This is an optimization exercise on Yosys and OpenROAD, whose aim is small area and a short achievable clock period, not a production implementation. Where RTL was checked, it was by simulation tests only, not by an equivalence proof against the original. The flow treats the clock pin as an ideal source. Dropping or thinning the clock tree relies on that and would not hold on a real chip. Power and IR drop assume default switching activity.

==> flow/design.v <==
module CRD(
    input clock,
    input reset,
    input [4:0] data,
    output reg Z,
    output reg ADD,
    output reg DROP,
    output DROP_w
);
reg [4:0] d1, d2;
reg [4:0] Qp;
wire [4:0] flag = d1 ^ {5{d2[4]}};
wire [4:0] pick = {flag[2] & ~flag[1] & ~flag[0],
                   flag[1] & ~flag[0],
                   flag[0],
                   flag[4] & ~flag[3] & ~flag[2] & ~flag[1] & ~flag[0],
                   flag[3] & ~flag[2] & ~flag[1] & ~flag[0]};
wire sel = (d1 != d2) && (|flag);
wire [4:0] Qc = sel ? pick : Qp;
wire ADD_w = Qp[0] & sel & pick[4];
wire z_pick = (Qp[0] & pick[4]) ^ (|(d1 & pick));
wire z_hold = |(d1 & Qp);
wire z_w = sel ? z_pick : z_hold;
assign DROP_w = Qp[4] & Qc[0];
always @(posedge clock) begin
    if (reset) begin
        d1 <= 5'b0;
        d2 <= 5'b0;
        Qp <= 5'b00001;
        Z <= 1'b0;
        ADD <= 1'b0;
        DROP <= 1'b0;
    end else begin
        d1 <= data;
        d2 <= d1;
        Qp <= Qc;
        Z <= z_w;
        ADD <= ADD_w;
        DROP <= DROP_w;
    end
end
endmodule
module ad_fifo #(parameter N = 41)
(
    input  Clock, Reset,
    input  Z, Add, Drop, DropNext,
    output reg Underflow, Overflow, Data
);
localparam M = N / 2;           
reg [N-1:2] e_q, f_q;           
reg [N-1:1] d_q;
reg a1, z1;                     
reg [N-1:0] h;                  
reg T;                          
reg go;                         
wire [N-1:0] d = {d_q, Drop};
wire [N-1:0] e = {e_q, a1 | (Add & d_q[1]), Add};
wire [N-1:0] f = {f_q, d_q[1] ? Z : z1, ~Drop & Z};
wire [N-1:0] hs = (h & ~d) | ({1'b0, h[N-1:1]} & {1'b0, d[N-1:1]});
wire [N-1:0] h_n = (T | ~go) ? {h[N-2:0], 1'b0} : hs;
wire T_n = go & ~T & (|(h & e));
wire data_n = T ? ~Data & ~Overflow : go & (|(h & f));
wire under_n = go & ~T & hs[0] & ~Add & DropNext;
wire over_n = ~T & h[N-1] & e[N-1] & ~d[N-1];
always @(posedge Clock) begin
    e_q <= e[N-2:1];
    f_q <= f[N-2:1];
    a1 <= Add;
    z1 <= Z;
    d_q <= {d_q[N-2:1], Drop};
    if (Reset) begin
        h <= {{(N-1){1'b0}}, 1'b1};
        T <= 1'b0;
        go <= 1'b0;
        Data <= 1'b0;
        Underflow <= 1'b0;
        Overflow <= 1'b0;
    end else begin
        h <= h_n;
        T <= T_n;
        go <= go | h[M-1];
        Data <= data_n;
        Underflow <= under_n;
        Overflow <= over_n;
    end
end
endmodule
module dr_core
(
    input        clock_480,
    input        reset,
    input  [4:0] data_in,
    output       data_out,
    output       underflow,
    output       overflow
);
wire z_crd, add_crd, drop_crd, drop_next;
CRD crd(
    .clock(clock_480),
    .reset(reset),
    .data(data_in),
    .Z(z_crd),
    .ADD(add_crd),
    .DROP(drop_crd),
    .DROP_w(drop_next)
);
ad_fifo #(.N(41)) fifo
(
    .Clock(clock_480),
    .Reset(reset),
    .Z(z_crd),
    .Add(add_crd),
    .Drop(drop_crd),
    .DropNext(drop_next),
    .Underflow(underflow),
    .Overflow(overflow),
    .Data(data_out)
);
endmodule
Settings: LEC_CHECK=0, ABC_AREA=1, CAP_MARGIN=20, CORE_MARGIN=2, CORE_UTILIZATION=60, PLACE_DENSITY=0.75, SETUP_SLACK_MARGIN=1.85, SLEW_MARGIN=20; clock period 3.3 ns.
standard.sh (not shown) runs the stock make flow with config.mk's settings and CLKGATE_MAP_FILE= SYNTH_SCRIPT=/design/flow/synth_recipe.tcl, a recipe that flattens the netlist after the stock synthesis.
==> flow/flow/run.sh <==
#!/bin/bash
# The standard layout, except that the clock tree is built by
# flow/clock_tree.tcl (a two-level tree of inverters) instead of ORFS's CTS.
# Each tool's output goes to a log of its own in this folder.
set -euo pipefail
bash standard.sh place > standard_place.log 2>&1
bash standard.sh run "RUN_SCRIPT=$PWD/flow/clock_tree.tcl" RUN_LOG_NAME_STEM=4_1_cts > clock_tree.log 2>&1
bash standard.sh finish > standard_finish.log 2>&1
Other scripts of this flow, unchanged in this note and not shown: flow/flow/clock_tree.tcl
Change:
--- a/flow/design.v
+++ b/flow/design.v
@@ -56,9 +56,12 @@
 wire [N-1:0] d = {d_q, Drop};
 wire [N-1:0] e = {e_q, a1 | (Add & d_q[1]), Add};
 wire [N-1:0] f = {f_q, d_q[1] ? Z : z1, ~Drop & Z};
 wire [N-1:0] hs = (h & ~d) | ({1'b0, h[N-1:1]} & {1'b0, d[N-1:1]});
-wire [N-1:0] h_n = (T | ~go) ? {h[N-2:0], 1'b0} : hs;
+wire sh = ~Reset & (T | ~go);
+wire st = ~Reset & go & ~T;
+wire [N-1:0] h_n = ({N{sh}} & {h[N-2:0], 1'b0}) | ({N{st}} & hs) |
+                   {{(N-1){1'b0}}, Reset};
 wire T_n = go & ~T & (|(h & e));
 wire data_n = T ? ~Data & ~Overflow : go & (|(h & f));
 wire under_n = go & ~T & hs[0] & ~Add & DropNext;
 wire over_n = ~T & h[N-1] & e[N-1] & ~d[N-1];
@@ -67,17 +70,16 @@
     f_q <= f[N-2:1];
     a1 <= Add;
     z1 <= Z;
     d_q <= {d_q[N-2:1], Drop};
+    h <= h_n;
     if (Reset) begin
-        h <= {{(N-1){1'b0}}, 1'b1};
         T <= 1'b0;
         go <= 1'b0;
         Data <= 1'b0;
         Underflow <= 1'b0;
         Overflow <= 1'b0;
     end else begin
-        h <= h_n;
         T <= T_n;
         go <= go | h[M-1];
         Data <= data_n;
         Underflow <= under_n;
The new run went through all stages and came out clean.
Area after synthesis came out lower by about 0.5%.
Via count is lower by about 1.2%.
Worst hold slack is better by 0.0030 ns.
Total power goes down by 8.0%.
Utilization goes up by 1.5 points.
Cell area increases by about 1.6%.
Clock skew stays flat.
Wire length came out lower by about 3.7%.
Setup slack gets worse by 0.086 ns.
Final cell count grows by 4.7%.
Fmax shrinks by about 5.6%.
Global-route usage came out higher by 0.63 points.
Sequential power is lower by about 5%.
Function was not checked in any run of this note: the RTL went through the layout flow alone. No run of this note takes its clock network from TritonCTS; it comes from the design's own scripts or RTL.

dr_core, a different RTL version from the one above (not shown whole).
Size: about 190 flip-flops, ~10 I/O pins, roughly 0.0057 mm² of cells after synthesis.
==> module ad_fifo, before the edit <==
module ad_fifo #(parameter N = 41)
(
    input  Clock, Reset,
    input  Z, Add, Drop, DropNext, AddNext, ZNext,
    output reg Underflow, Overflow, Data
);
localparam M = N / 2;           
reg [N-1:1] e_q, f_q, d_q;      
reg [N-1:0] h;                  
reg T;                          
reg [4:0] lf;                   
reg go;                         
wire [N-1:0] mask = ~({{(N-1){1'b0}}, ~go} << M);
wire [N-1:0] d = {d_q, Drop} & mask;
wire [N-1:0] e = {e_q, Add};            
wire [N-1:0] f = {f_q, ~Drop & Z};      
wire e0 = Add | (AddNext & Drop);       
wire f0 = Drop ? ZNext : Z;             
wire [N-1:0] hs = (h & ~d) | ({1'b0, h[N-1:1]} & {1'b0, d[N-1:1]});
wire [N-1:0] h_n = T ? {h[N-2:0], 1'b0} : hs;
wire T_n = go & ~T & (|(h & e));
wire data_n = T ? ~Data & ~Overflow : go & (|(h & f));
wire under_n = ~T & hs[0] & ~Add & DropNext;
wire over_n = ~T & h[N-1] & e[N-1] & ~d[N-1];
always @(posedge Clock) begin
    e_q <= {e_q[N-2:1], e0};
    f_q <= {f_q[N-2:1], f0};
    d_q <= {d_q[N-2:1], Drop};
    if (Reset) begin
        h <= {{(N-1){1'b0}}, 1'b1} << M;
        T <= 1'b0;
        lf <= 5'b00001;
        go <= 1'b0;
        Data <= 1'b0;
        Underflow <= 1'b0;
        Overflow <= 1'b0;
    end else begin
        h <= h_n;
        T <= T_n;
        lf <= {lf[3:0], lf[4] ^ lf[2]};
        go <= go | (lf == LF21);
        Data <= data_n;
        Underflow <= under_n;
        Overflow <= over_n;
    end
end
localparam [4:0] LF21 = 5'b11011;
endmodule
Settings: LEC_CHECK=0, CAP_MARGIN=20, CORE_MARGIN=2, CORE_UTILIZATION=60, CTS_BUF_LIST=sky130_fd_sc_hd__clkbuf_8, PLACE_DENSITY=0.75, SETUP_SLACK_MARGIN=1.9, SLEW_MARGIN=20; clock period 3.3 ns.
run.sh (not shown) runs the stock make flow with config.mk's settings and CLKGATE_MAP_FILE= SYNTH_SCRIPT=/design/flow/synth_recipe.tcl, a recipe that flattens the netlist after the stock synthesis.
Stock flow here: none of the scripts above is used.
Change:
--- a/flow/design.v
+++ b/flow/design.v
@@ -44,42 +44,65 @@
     input  Z, Add, Drop, DropNext, AddNext, ZNext,
     output reg Underflow, Overflow, Data
 );
 localparam M = N / 2;           
+localparam NG = (N + 6) / 7;    
 reg [N-1:1] e_q, f_q, d_q;      
-reg [N-1:0] h;                  
+reg [NG-1:0] G;
+reg [6:0] J;
 reg T;                          
+reg dn;                         
 reg [4:0] lf;                   
 reg go;                         
-wire [N-1:0] mask = ~({{(N-1){1'b0}}, ~go} << M);
-wire [N-1:0] d = {d_q, Drop} & mask;
+wire [N-1:0] d = {d_q, Drop};
 wire [N-1:0] e = {e_q, Add};            
 wire [N-1:0] f = {f_q, ~Drop & Z};      
 wire e0 = Add | (AddNext & Drop);       
 wire f0 = Drop ? ZNext : Z;             
-wire [N-1:0] hs = (h & ~d) | ({1'b0, h[N-1:1]} & {1'b0, d[N-1:1]});
-wire [N-1:0] h_n = T ? {h[N-2:0], 1'b0} : hs;
-wire T_n = go & ~T & (|(h & e));
-wire data_n = T ? ~Data & ~Overflow : go & (|(h & f));
-wire under_n = ~T & hs[0] & ~Add & DropNext;
-wire over_n = ~T & h[N-1] & e[N-1] & ~d[N-1];
+wire [N-1:0] D;
+genvar i;
+generate
+    for (i = 0; i < N; i = i + 1) begin : g_dec
+        assign D[i] = G[i / 7] & J[i % 7];
+    end
+endgenerate
+wire go_n = go | (lf == LF21);
+wire add_hit = |(D & e);
+wire out_bit = |(D & f);
+wire d0 = |(D & d);                           
+wire d1 = |(D & {d[N-2:0], DropNext});             
+wire d2 = |(D[N-1:1] & {d[N-3:0], DropNext});       
+wire right = T, left = ~T & dn;
+wire T_n = go & ~T & add_hit;
+wire data_n = T ? ~Data & ~Overflow : go & out_bit;
+wire dn_n = go_n & (T ? d0 : dn ? d2 : d1);
+wire under_n = ~T & ((D[0] & ~dn) | (D[1] & dn)) & ~Add & DropNext;
+wire over_n = ~T & D[N-1] & add_hit & ~dn;
+wire [6:0] J_n = right ? {J[5:0], J[6]} : left ? {J[0], J[6:1]} : J;
+wire [NG-1:0] G_n = (right & D[N-1]) ? {NG{1'b0}} :
+                    (right & J[6]) ? {G[NG-2:0], 1'b0} :
+                    (left & J[0]) ? {1'b0, G[NG-1:1]} : G;
 always @(posedge Clock) begin
     e_q <= {e_q[N-2:1], e0};
     f_q <= {f_q[N-2:1], f0};
     d_q <= {d_q[N-2:1], Drop};
     if (Reset) begin
-        h <= {{(N-1){1'b0}}, 1'b1} << M;
+        G <= {{(NG-1){1'b0}}, 1'b1} << (M / 7);
+        J <= 7'b1 << (M % 7);
         T <= 1'b0;
+        dn <= 1'b0;
         lf <= 5'b00001;
         go <= 1'b0;
         Data <= 1'b0;
         Underflow <= 1'b0;
         Overflow <= 1'b0;
     end else begin
-        h <= h_n;
+        G <= G_n;
+        J <= J_n;
         T <= T_n;
+        dn <= dn_n;
         lf <= {lf[3:0], lf[4] ^ lf[2]};
-        go <= go | (lf == LF21);
+        go <= go_n;
         Data <= data_n;
         Underflow <= under_n;
         Overflow <= over_n;
     end
The new run finished clean.
Setup slack degrades by 120 ps.
Global-route usage rose by 5.8 points.
Register-to-register slack degrades by 120 ps.
Via count rose by 16%.
Sequential share of layout area fell by 9.2 points.
Hold slack degrades by 8.5 ps.
Non-clock buffer count rose by 40.
Die area fell by 3.7%.
Sequential power fell by 14%.
No run of this note included a check of the RTL's function; only the layout flow was run.

dr_core, a different RTL version from the one above (not shown whole).
For scale: roughly 490 cells after synthesis, roughly 180 flip-flops, about 10 I/O pins.
==> module CRD, before the edit <==
module CRD(
    input clock,
    input reset,
    input [4:0] data,
    output reg Z,
    output reg ADD,
    output reg DROP,
    output DROP_w
);
reg [4:0] data_r;
reg [4:0] Q;
reg p0, p4;
wire [4:0] flag_w = data ^ {5{data_r[4]}};
wire [4:0] pick = {flag_w[2] & ~flag_w[1] & ~flag_w[0],
                   flag_w[1] & ~flag_w[0],
                   flag_w[0],
                   flag_w[4] & ~flag_w[3] & ~flag_w[2] & ~flag_w[1] & ~flag_w[0],
                   flag_w[3] & ~flag_w[2] & ~flag_w[1] & ~flag_w[0]};
wire [4:0] Q_w = ((data != data_r) && (|pick)) ? pick : Q;
wire ADD_w = p0 & Q[4];
assign DROP_w = p4 & Q[0];
always @(posedge clock) begin
    if (reset) begin
        data_r <= 5'b0;
        Q <= 5'b00001;
        p0 <= 1'b1;
        p4 <= 1'b0;
        Z <= 1'b0;
        ADD <= 1'b0;
        DROP <= 1'b0;
    end else begin
        data_r <= data;
        Q <= Q_w;
        p0 <= Q[0];
        p4 <= Q[4];
        Z <= ADD_w ^ (|(data_r & Q));
        ADD <= ADD_w;
        DROP <= DROP_w;
    end
end
endmodule
==> module ad_fifo, before the edit <==
module ad_fifo #(parameter N = 41)
(
    input  Clock, Reset,
    input  Z, Add, Drop, DropNext,
    output reg Underflow, Overflow, Data
);
localparam M = N / 2;           
reg [N-1:2] e_q, f_q;           
reg [N-1:1] d_q;
reg a1, z1;                     
reg [N-1:0] h;                  
reg T;                          
reg go;                         
wire [N-1:0] d = {d_q, Drop};
wire [N-1:0] e = {e_q, a1 | (Add & d_q[1]), Add};
wire [N-1:0] f = {f_q, d_q[1] ? Z : z1, ~Drop & Z};
wire [N-1:0] hs = (h & ~d) | ({1'b0, h[N-1:1]} & {1'b0, d[N-1:1]});
wire [N-1:0] h_n = (T | ~go) ? {h[N-2:0], 1'b0} : hs;
wire T_n = go & ~T & (|(h & e));
wire data_n = T ? ~Data & ~Overflow : go & (|(h & f));
wire under_n = go & ~T & hs[0] & ~Add & DropNext;
wire over_n = ~T & h[N-1] & e[N-1] & ~d[N-1];
always @(posedge Clock) begin
    e_q <= e[N-2:1];
    f_q <= f[N-2:1];
    a1 <= Add;
    z1 <= Z;
    d_q <= {d_q[N-2:1], Drop};
    if (Reset) begin
        h <= {{(N-1){1'b0}}, 1'b1};
        T <= 1'b0;
        go <= 1'b0;
        Data <= 1'b0;
        Underflow <= 1'b0;
        Overflow <= 1'b0;
    end else begin
        h <= h_n;
        T <= T_n;
        go <= go | h[M-1];
        Data <= data_n;
        Underflow <= under_n;
        Overflow <= over_n;
    end
end
endmodule
clock: 3.3 ns
lec_check: 0
cap_margin: 20
core_margin: 2
core_utilization: 60
cts_buf_list: sky130_fd_sc_hd__clkbuf_8
place_density: 0.75
setup_slack_margin: 1.75
slew_margin: 20
Rerun with:
==> flow/design.v (replaced) <==
module CRD(
    input clock,
    input reset,
    input [4:0] data,
    output reg Z,
    output reg ADD,
    output reg DROP,
    output DROP_w
);
reg [4:0] data_r;
reg [4:0] P;                    
reg [4:0] ph;                   
wire [4:0] flag_w = data ^ {5{data_r[4]}};
wire [4:0] pick = {flag_w[2] & ~flag_w[1] & ~flag_w[0],
                   flag_w[1] & ~flag_w[0],
                   flag_w[0],
                   flag_w[4] & ~flag_w[3] & ~flag_w[2] & ~flag_w[1] & ~flag_w[0],
                   flag_w[3] & ~flag_w[2] & ~flag_w[1] & ~flag_w[0]};
wire [4:0] P_w = (data == data_r) ? P : pick;
wire [4:0] ph_w = (|P) ? P : ph;
wire ADD_w = ph[0] & P[4];
assign DROP_w = ph[4] & P[0];
always @(posedge clock) begin
    if (reset) begin
        data_r <= 5'b0;
        P <= 5'b0;
        ph <= 5'b00001;
    end else begin
        data_r <= data;
        P <= P_w;
        ph <= ph_w;
    end
    Z <= ADD_w ^ (|(data_r & ph_w));
    ADD <= ADD_w;
    DROP <= DROP_w;
end
endmodule
module ad_fifo #(parameter N = 41)
(
    input  Clock, Reset,
    input  Z, Add, Drop, DropNext,
    output reg Underflow, Overflow, Data
);
localparam M = N / 2;           
reg [N-1:2] e_q, f_q;           
reg [N-1:1] d_q;
reg a1, z1;                     
reg [N-1:0] h;                  
reg T;                          
reg [4:0] lf;                   
reg go;                         
wire [N-1:0] mask = ~({{(N-1){1'b0}}, ~go} << M);
wire [N-1:0] d = {d_q, Drop} & mask;
wire [N-1:0] e = {e_q, a1 | (Add & d_q[1]), Add};
wire [N-1:0] f = {f_q, d_q[1] ? Z : z1, ~Drop & Z};
wire [N-1:0] hs = (h & ~d) | ({1'b0, h[N-1:1]} & {1'b0, d[N-1:1]});
wire [N-1:0] h_n = T ? {h[N-2:0], 1'b0} : hs;
wire T_n = go & ~T & (|(h & e));
wire data_n = T ? ~Data & ~Overflow : go & (|(h & f));
wire under_n = ~T & hs[0] & ~Add & DropNext;
wire over_n = ~T & h[N-1] & e[N-1] & ~d[N-1];
always @(posedge Clock) begin
    e_q <= e[N-2:1];
    f_q <= f[N-2:1];
    a1 <= Add;
    z1 <= Z;
    d_q <= {d_q[N-2:1], Drop};
    if (Reset) begin
        h <= {{(N-1){1'b0}}, 1'b1} << M;
        T <= 1'b0;
        lf <= 5'b00001;
        go <= 1'b0;
        Data <= 1'b0;
        Underflow <= 1'b0;
        Overflow <= 1'b0;
    end else begin
        h <= h_n;
        T <= T_n;
        lf <= {lf[3:0], lf[4] ^ lf[2]};
        go <= go | (lf == LF21);
        Data <= data_n;
        Underflow <= under_n;
        Overflow <= over_n;
    end
end
localparam [4:0] LF21 = 5'b11011;
endmodule
module dr_core
(
    input        clock_480,
    input        reset,
    input  [4:0] data_in,
    output       data_out,
    output       underflow,
    output       overflow
);
wire z_crd, add_crd, drop_crd, drop_next;
CRD crd(
    .clock(clock_480),
    .reset(reset),
    .data(data_in),
    .Z(z_crd),
    .ADD(add_crd),
    .DROP(drop_crd),
    .DROP_w(drop_next)
);
ad_fifo #(.N(41)) fifo
(
    .Clock(clock_480),
    .Reset(reset),
    .Z(z_crd),
    .Add(add_crd),
    .Drop(drop_crd),
    .DropNext(drop_next),
    .Underflow(underflow),
    .Overflow(overflow),
    .Data(data_out)
);
endmodule
After rerunning: Total power rises by 1.7%. Die area went up by 5.3%. Via count climbs by about 3.4%. Cell area increases by about 0.8%. Flip-flop and latch count goes up by 8. Maximum frequency went up by 16%. Global-route usage decreases by 0.72 points. Clock-buffer cell count rises by 1. Sequential share of layout area grows by 1.2 points. Sequential power went up by about 4%.

## static timing again, ports no longer ideal
Ports are ideal in the flow. The routed layouts listed here were re-timed in OpenROAD.
Step 1 sets driving cells, clkbuf_16 on the clock port and buf_2 on the other inputs (assumed; they add their load-dependent delay and slew).
Step 2, shift: input delay + t, output delay - t, t = (earliest + latest rising clock arrival at the registers) / 2. This alone moves slack from input paths to output paths.
Three values: ideal, step 1, step 2; two values: the first two.
| run | t, ns | setup WS [ns] | pins driven straight from the clock port |
|---|---|---|---|
| the first run of note 1 | 0.248 | 1.851 / 1.773 / 1.709 | 4 |
| the second run of note 1 | 0.248 | 1.765 / 1.778 / 1.608 | 4 |
| the first run of note 2 | 0.479 | 1.686 / 1.685 / 1.520 | 1 |
| the second run of note 2 | 0.464 | 1.568 / 1.568 / 1.490 | 1 |
| the first run of note 3 | 0.462 | 1.483 / 1.482 / 1.020 | 1 |
| the second run of note 3 | 0.484 | 1.736 / 1.701 / 1.269 | 1 |
After both steps setup and hold are still met in every run listed. The setup slack of the second run of note 3, which loses most, moves by -0.035 ns with the drivers and by -0.467 ns with both steps.
